This design comes from an exercise in tuning for small area on the open sky130 flow, not from production work.
The RTL was checked by simulation tests, not by an equivalence proof against the original design.
Power figures rest on the tool's default switching activity, not on a simulated workload.

==> build 38 <==
==> flow/design.v <==
module router_fifo (
    input clock,
    input resetn,
    input write_en,
    input read_en,
    input soft_reset,
    input [7:0] data_in,
    input delay_lfd_state,
    output reg empty,
    output reg full,
    output reg [7:0] data_out
);
  integer i;
  reg [7:0] mem[0:15];
  reg [4:0] occ;
  reg [6:0] cnt;   
  reg hdr;
  wire fifo_empty = &occ;
  wire fifo_full = ~occ[4] & (&occ[3:0]);
  wire wr = write_en & ~fifo_full;
  wire rd = read_en & ~fifo_empty;
  wire [7:0] l0, l1, l2, l3, head;
  router_mux4 m0 (.a(mem[0]), .b(mem[1]), .c(mem[2]), .d(mem[3]), .s(occ[1:0]), .y(l0));
  router_mux4 m1 (.a(mem[4]), .b(mem[5]), .c(mem[6]), .d(mem[7]), .s(occ[1:0]), .y(l1));
  router_mux4 m2 (.a(mem[8]), .b(mem[9]), .c(mem[10]), .d(mem[11]), .s(occ[1:0]), .y(l2));
  router_mux4 m3 (.a(mem[12]), .b(mem[13]), .c(mem[14]), .d(mem[15]), .s(occ[1:0]), .y(l3));
  router_mux4 m4 (.a(l0), .b(l1), .c(l2), .d(l3), .s(occ[3:2]), .y(head));
  wire take = hdr | ~cnt[6];
  wire pop = rd & take;
  always @(posedge clock) begin
    if (wr) begin
      mem[0] <= data_in;
      for (i = 1; i < 16; i = i + 1) mem[i] <= mem[i-1];
    end
  end
  always @(posedge clock) begin
    if (!resetn || soft_reset) begin
      occ <= 5'h1f;
      cnt <= 7'h7f;
      hdr <= 1'b0;
      data_out <= 8'd0;
      empty <= 1'b1;
      full <= 1'b0;
    end else begin
      empty <= fifo_empty;
      full <= fifo_full;
      occ <= occ + {{4{pop & ~wr}}, pop ^ wr};
      hdr <= (hdr & ~rd) | (wr & delay_lfd_state);
      if (rd) begin
        data_out <= take ? head : 8'd0;
        if (hdr) cnt <= {1'b0, head[7:2]};
        else if (~cnt[6]) cnt <= cnt - 7'd1;
      end
    end
  end
endmodule
module router_mux4 (
    input [7:0] a,
    input [7:0] b,
    input [7:0] c,
    input [7:0] d,
    input [1:0] s,
    output [7:0] y
);
  assign y = s[1] ? (s[0] ? d : c) : (s[0] ? b : a);
endmodule
module router_fsm (
    input            clock,
    input            resetn,
    input            parity_done,
    input      [1:0] data_in,
    input      [2:0] soft_reset,
    input      [2:0] full,
    input      [2:0] empty,
    input            packet_valid,
    input            low_packet_valid,
    output reg       fifo_full,
    output     [2:0] write_enb,
    output reg       delay_lfd_state,
    output reg       busy,
    output reg       detect_add,
    output reg       lfd_state,
    output reg       ld_state,
    output reg       laf_state,
    output reg       rst_int_reg
);
  localparam Decode_address = 3'd0;
  localparam Load_first_data = 3'd1;
  localparam Wait_till_empty = 3'd2;
  localparam Load_data = 3'd3;
  localparam Fifo_full_state = 3'd4;
  localparam Load_parity = 3'd5;
  localparam Load_after_full = 3'd6;
  localparam Check_parity_error = 3'd7;
  reg [2:0] present_state, next_state;
  reg [2:0] dest;
  reg write_enb_reg, write_enb_d;
  wire [2:0] in_dest = {data_in == 2'd2, data_in == 2'd1, data_in == 2'd0};
  wire soft_reset_active = |(dest & soft_reset);
  wire dest_empty = |(dest & empty);
  assign write_enb = {3{write_enb_d}} & dest;
  always @(posedge clock) begin
    if (!resetn) begin
      dest <= 3'b001;
      present_state <= Decode_address;
      write_enb_d <= 1'b0;
      fifo_full <= 1'b0;
      delay_lfd_state <= 1'b0;
    end else begin
      if (detect_add) dest <= in_dest;
      present_state <= next_state;
      write_enb_d <= write_enb_reg;
      fifo_full <= |(dest & full);
      delay_lfd_state <= lfd_state;
    end
  end
  always @(*) begin
    next_state = Decode_address;
    rst_int_reg = 1'b0;
    ld_state = 1'b0;
    detect_add = 1'b0;
    lfd_state = 1'b0;
    laf_state = 1'b0;
    busy = 1'b0;
    write_enb_reg = 1'b0;
    case (present_state)
      Decode_address: begin
        if (packet_valid && data_in != 2'b11) begin
          detect_add = 1'b1;
          if (|(in_dest & empty)) next_state = Load_first_data;
          else next_state = Wait_till_empty;
        end else next_state = Decode_address;
      end
      Wait_till_empty: begin
        if (!soft_reset_active) begin
          busy = 1'b1;
          if (dest_empty) next_state = Load_first_data;
          else next_state = Wait_till_empty;
        end
      end
      Load_first_data: begin
        if (!soft_reset_active) begin
          lfd_state = 1'b1;
          busy = 1'b1;
          write_enb_reg = 1'b1;
          next_state = Load_data;
        end
      end
      Load_data: begin
        if (!soft_reset_active) begin
          ld_state = 1'b1;
          write_enb_reg = 1'b1;
          if (fifo_full) next_state = Fifo_full_state;
          else if (!packet_valid) next_state = Load_parity;
          else next_state = Load_data;
        end
      end
      Fifo_full_state: begin
        if (!soft_reset_active) begin
          busy = 1'b1;
          if (!fifo_full) next_state = Load_after_full;
          else next_state = Fifo_full_state;
        end
      end
      Load_parity: begin
        if (!soft_reset_active) begin
          busy = 1'b1;
          next_state = Check_parity_error;
        end
      end
      Load_after_full: begin
        if (!soft_reset_active) begin
          laf_state = 1'b1;
          busy = 1'b1;
          write_enb_reg = 1'b1;
          if (!parity_done && low_packet_valid) next_state = Load_parity;
          else if (!parity_done && !low_packet_valid) next_state = Load_data;
          else next_state = Decode_address;
        end
      end
      Check_parity_error: begin
        if (!soft_reset_active) begin
          busy = 1'b1;
          rst_int_reg = 1'b1;
          if (!fifo_full) next_state = Decode_address;
          else next_state = Fifo_full_state;
        end
      end
    endcase
  end
endmodule
module router_register (
    input clock,
    input resetn,
    input packet_valid,
    input fifo_full,
    input rst_int_reg,
    input detect_add,
    input ld_state,
    input laf_state,
    input lfd_state,
    input [7:0] data_in,
    output reg parity_done,
    output reg low_packet_valid,
    output reg error,
    output reg [7:0] dout
);
  reg [7:0] fifo_full_state_register;
  reg [7:0] packet_parity_register;
  reg [7:0] internal_parity_register;
  reg parity_check_pending;
  always @(posedge clock) begin
    if (!resetn) begin
      dout <= 8'b0;
      error <= 1'b0;
      parity_done <= 1'b0;
      low_packet_valid <= 1'b0;
      fifo_full_state_register <= 8'd0;
      packet_parity_register <= 8'b0;
      internal_parity_register <= 8'b0;
      parity_check_pending <= 1'b0;
    end else if (rst_int_reg) begin
      low_packet_valid <= 1'b0;
      error <= 1'b0;
    end else if (detect_add) begin
      parity_done <= 1'b0;
      low_packet_valid <= 1'b0;
      internal_parity_register <= data_in;
      fifo_full_state_register <= 8'd0;
    end else if (lfd_state) begin
      dout <= internal_parity_register;
    end else if (ld_state) begin
      if (packet_valid) begin
        if (fifo_full) fifo_full_state_register <= data_in;
        else begin
          dout <= data_in;
          internal_parity_register <= internal_parity_register ^ data_in;
        end
      end else begin
        if (!fifo_full) begin
          dout <= data_in;
          parity_check_pending <= 1'b1;
        end
        parity_done <= !fifo_full;
        low_packet_valid <= 1'b1;
        packet_parity_register <= data_in;
      end
    end else if (laf_state) begin
      if (low_packet_valid && !parity_done) begin
        parity_done <= 1'b1;
        dout <= packet_parity_register;
      end else begin
        internal_parity_register <= internal_parity_register ^ fifo_full_state_register;
        dout <= fifo_full_state_register;
      end
    end else if (parity_check_pending) begin
      error <= (internal_parity_register != packet_parity_register);
      parity_check_pending <= 1'b0;
    end
  end
endmodule
module router_synchronizer (
    input clock,
    input resetn,
    input [2:0] read_en,
    input empty_0,
    input empty_1,
    input empty_2,
    output reg [2:0] soft_reset,
    output reg [2:0] vld_out
);
  integer i;
  reg [4:0] counter[0:2];
  always @(posedge clock) begin
    if (!resetn) begin
      for (i = 0; i < 3; i = i + 1) counter[i] <= 5'd1;
      soft_reset <= 3'd0;
      vld_out <= 3'd0;
    end else begin
      vld_out <= ~{empty_2, empty_1, empty_0};
      for (i = 0; i < 3; i = i + 1) begin
        if (vld_out[i] && (read_en[i] || counter[i] == 5'd30)) counter[i] <= 5'd1;
        else counter[i] <= counter[i] + 5'd1;
        soft_reset[i] <= vld_out[i] && !read_en[i] && counter[i] == 5'd30;
      end
    end
  end
endmodule
module router_top_module (
    input clock,
    input resetn,
    input packet_valid,
    input [7:0] data_in,
    input [2:0] read_en,
    output [7:0] data_out_0,
    output [7:0] data_out_1,
    output [7:0] data_out_2,
    output [2:0] valid_out,
    output error,
    output busy
);
  wire lfd_state, ld_state, laf_state, rst_int_reg, detect_add, delay_lfd_state;
  wire parity_done, low_packet_valid;
  wire fifo_full;
  wire [2:0] soft_reset;
  wire [2:0] write_enb;
  wire [2:0] empty, full;
  wire [7:0] dout;
  router_fifo FIFO_0 (
      .clock(clock), .resetn(resetn), .write_en(write_enb[0]), .read_en(read_en[0]),
      .soft_reset(soft_reset[0]), .data_in(dout), .delay_lfd_state(delay_lfd_state),
      .empty(empty[0]), .full(full[0]), .data_out(data_out_0)
  );
  router_fifo FIFO_1 (
      .clock(clock), .resetn(resetn), .write_en(write_enb[1]), .read_en(read_en[1]),
      .soft_reset(soft_reset[1]), .data_in(dout), .delay_lfd_state(delay_lfd_state),
      .empty(empty[1]), .full(full[1]), .data_out(data_out_1)
  );
  router_fifo FIFO_2 (
      .clock(clock), .resetn(resetn), .write_en(write_enb[2]), .read_en(read_en[2]),
      .soft_reset(soft_reset[2]), .data_in(dout), .delay_lfd_state(delay_lfd_state),
      .empty(empty[2]), .full(full[2]), .data_out(data_out_2)
  );
  router_synchronizer Synchroniser (
      .clock(clock), .resetn(resetn), .read_en(read_en),
      .empty_0(empty[0]), .empty_1(empty[1]), .empty_2(empty[2]),
      .soft_reset(soft_reset), .vld_out(valid_out)
  );
  router_register Register (
      .clock(clock), .resetn(resetn), .packet_valid(packet_valid), .fifo_full(fifo_full),
      .rst_int_reg(rst_int_reg), .detect_add(detect_add), .ld_state(ld_state),
      .laf_state(laf_state), .lfd_state(lfd_state), .data_in(data_in),
      .parity_done(parity_done), .low_packet_valid(low_packet_valid), .error(error), .dout(dout)
  );
  router_fsm FSM (
      .clock(clock), .resetn(resetn), .parity_done(parity_done), .data_in(data_in[1:0]),
      .soft_reset(soft_reset), .full(full), .empty(empty), .packet_valid(packet_valid),
      .low_packet_valid(low_packet_valid), .fifo_full(fifo_full), .write_enb(write_enb),
      .delay_lfd_state(delay_lfd_state), .busy(busy), .detect_add(detect_add),
      .lfd_state(lfd_state), .ld_state(ld_state), .laf_state(laf_state), .rst_int_reg(rst_int_reg)
  );
endmodule
==> flow/flow/run.sh <==
#!/bin/bash
# Layout: the standard flow, with synthesis buffers removed at floorplan,
# ports buffered with buf_1, and clock tree synthesis told not to add dummy
# loads and to build the tree from clkbuf_16 cells.
set -euo pipefail
export CTS_ARGS="-sink_clustering_enable -repair_clock_nets -dont_use_dummy_load -buf_list sky130_fd_sc_hd__clkbuf_16 -sink_clustering_size 30 -sink_clustering_max_diameter 60"
export REMOVE_ABC_BUFFERS=1
export BUFFER_PORTS_ARGS="-buffer_cell sky130_fd_sc_hd__buf_1"
bash standard.sh finish > flow_standard.log 2>&1
==> flow/standard.sh <==
#!/bin/bash
# synth_recipe.tcl (not shown) runs the flow's synth.tcl, then flattens the netlist and writes it again
# the make line also repeats each setting of config.mk as NAME=value (left out here)
make -C /OpenROAD-flow-scripts/flow DESIGN_CONFIG=/design/flow/config.mk WORK_HOME=/design/flow/orfs CLKGATE_MAP_FILE= SYNTH_SCRIPT=/design/flow/synth_recipe.tcl "${@:-finish}"
==> flow/config.mk <==
export PLATFORM = sky130hd
export DESIGN_NAME = router_top_module
export DESIGN_NICKNAME = router_top_module
export VERILOG_FILES = /design/flow/design.v
export SDC_FILE = /design/flow/constraint.sdc
export NUM_CORES = 4
export LEC_CHECK = 0
export CAP_MARGIN = 20
export CORE_MARGIN = 2
export CORE_UTILIZATION = 40
export SLEW_MARGIN = 20
==> flow/constraint.sdc <==
create_clock -name core_clock -period 5.0 [get_ports {clock}]
set_input_delay 1.0000 -clock core_clock [delete_from_list [all_inputs] [get_ports {clock}]]
set_output_delay 1.0000 -clock core_clock [all_outputs]
set_load 0.01 [all_outputs]
==> build 22 (differences from build 38) <==
==> flow/flow/run.sh (replaced) <==
#!/bin/bash
# Layout: the standard flow, with clock tree synthesis told not to add
# dummy loads and to build the tree from clkbuf_8 cells; synthesis buffers
# removed at floorplan, ports buffered with buf_1, and gates off the critical
# paths downsized after global routing.
set -euo pipefail
export CTS_ARGS="-sink_clustering_enable -repair_clock_nets -dont_use_dummy_load -buf_list sky130_fd_sc_hd__clkbuf_8 -sink_clustering_size 18 -sink_clustering_max_diameter 50"
export REMOVE_ABC_BUFFERS=1
export BUFFER_PORTS_ARGS="-buffer_cell sky130_fd_sc_hd__buf_1"
export RECOVER_POWER=100
bash standard.sh finish > flow_standard.log 2>&1
==> comparison <==
Build 38 passed the timing, DRC and antenna checks. Build 22 finished with max-capacitance violations, max-slew violations left.
Synthesized cell count is the same in build 22 and build 38.
Sequential share of layout area: build 38 is lower than build 22 (0.92 points).
Flip-flop and latch count is the same in build 38 and build 22.
In build 22 the setup slack is worse than in build 38, by 0.38 ns.
Clock power: build 22 is smaller than build 38 (about 20%).
Of build 38 and build 22, build 22 has the higher clock skew (gap 0.041 ns).
In die area, build 22 and build 38 do not differ.
Sequential power is about the same in build 22 and build 38.
In build 22 the register-to-register slack is worse than in build 38, by 0.38 ns.
In synthesized area, build 38 and build 22 do not differ.
Against build 22, the utilization of build 38 is higher by 0.64 points.

what the ideal ports hide:
The flow's constraints put no driver on any port. The routed layouts listed below were extracted and timed again, unchanged, in two steps.
Step 1 assumes that a clkbuf_16 drives the clock port and a buf_2 every other input.
Step 2, shift: input delay + t, output delay - t, t = (earliest + latest rising clock arrival at the registers) / 2. This alone moves slack from input paths to output paths.
Slacks: ideal / step 1 / step 2; pairs: ideal / step 1.
run	t, ns	slack for setup (ns)	worst setup path at the end
build 38	0.604	1.621 / 1.621 / 1.217	input to register
build 22	0.661	1.239 / 1.239 / 0.849	input to register
For build 38, which loses most, drivers alone change the setup slack by 0.000 ns; drivers and shift together by -0.404 ns.
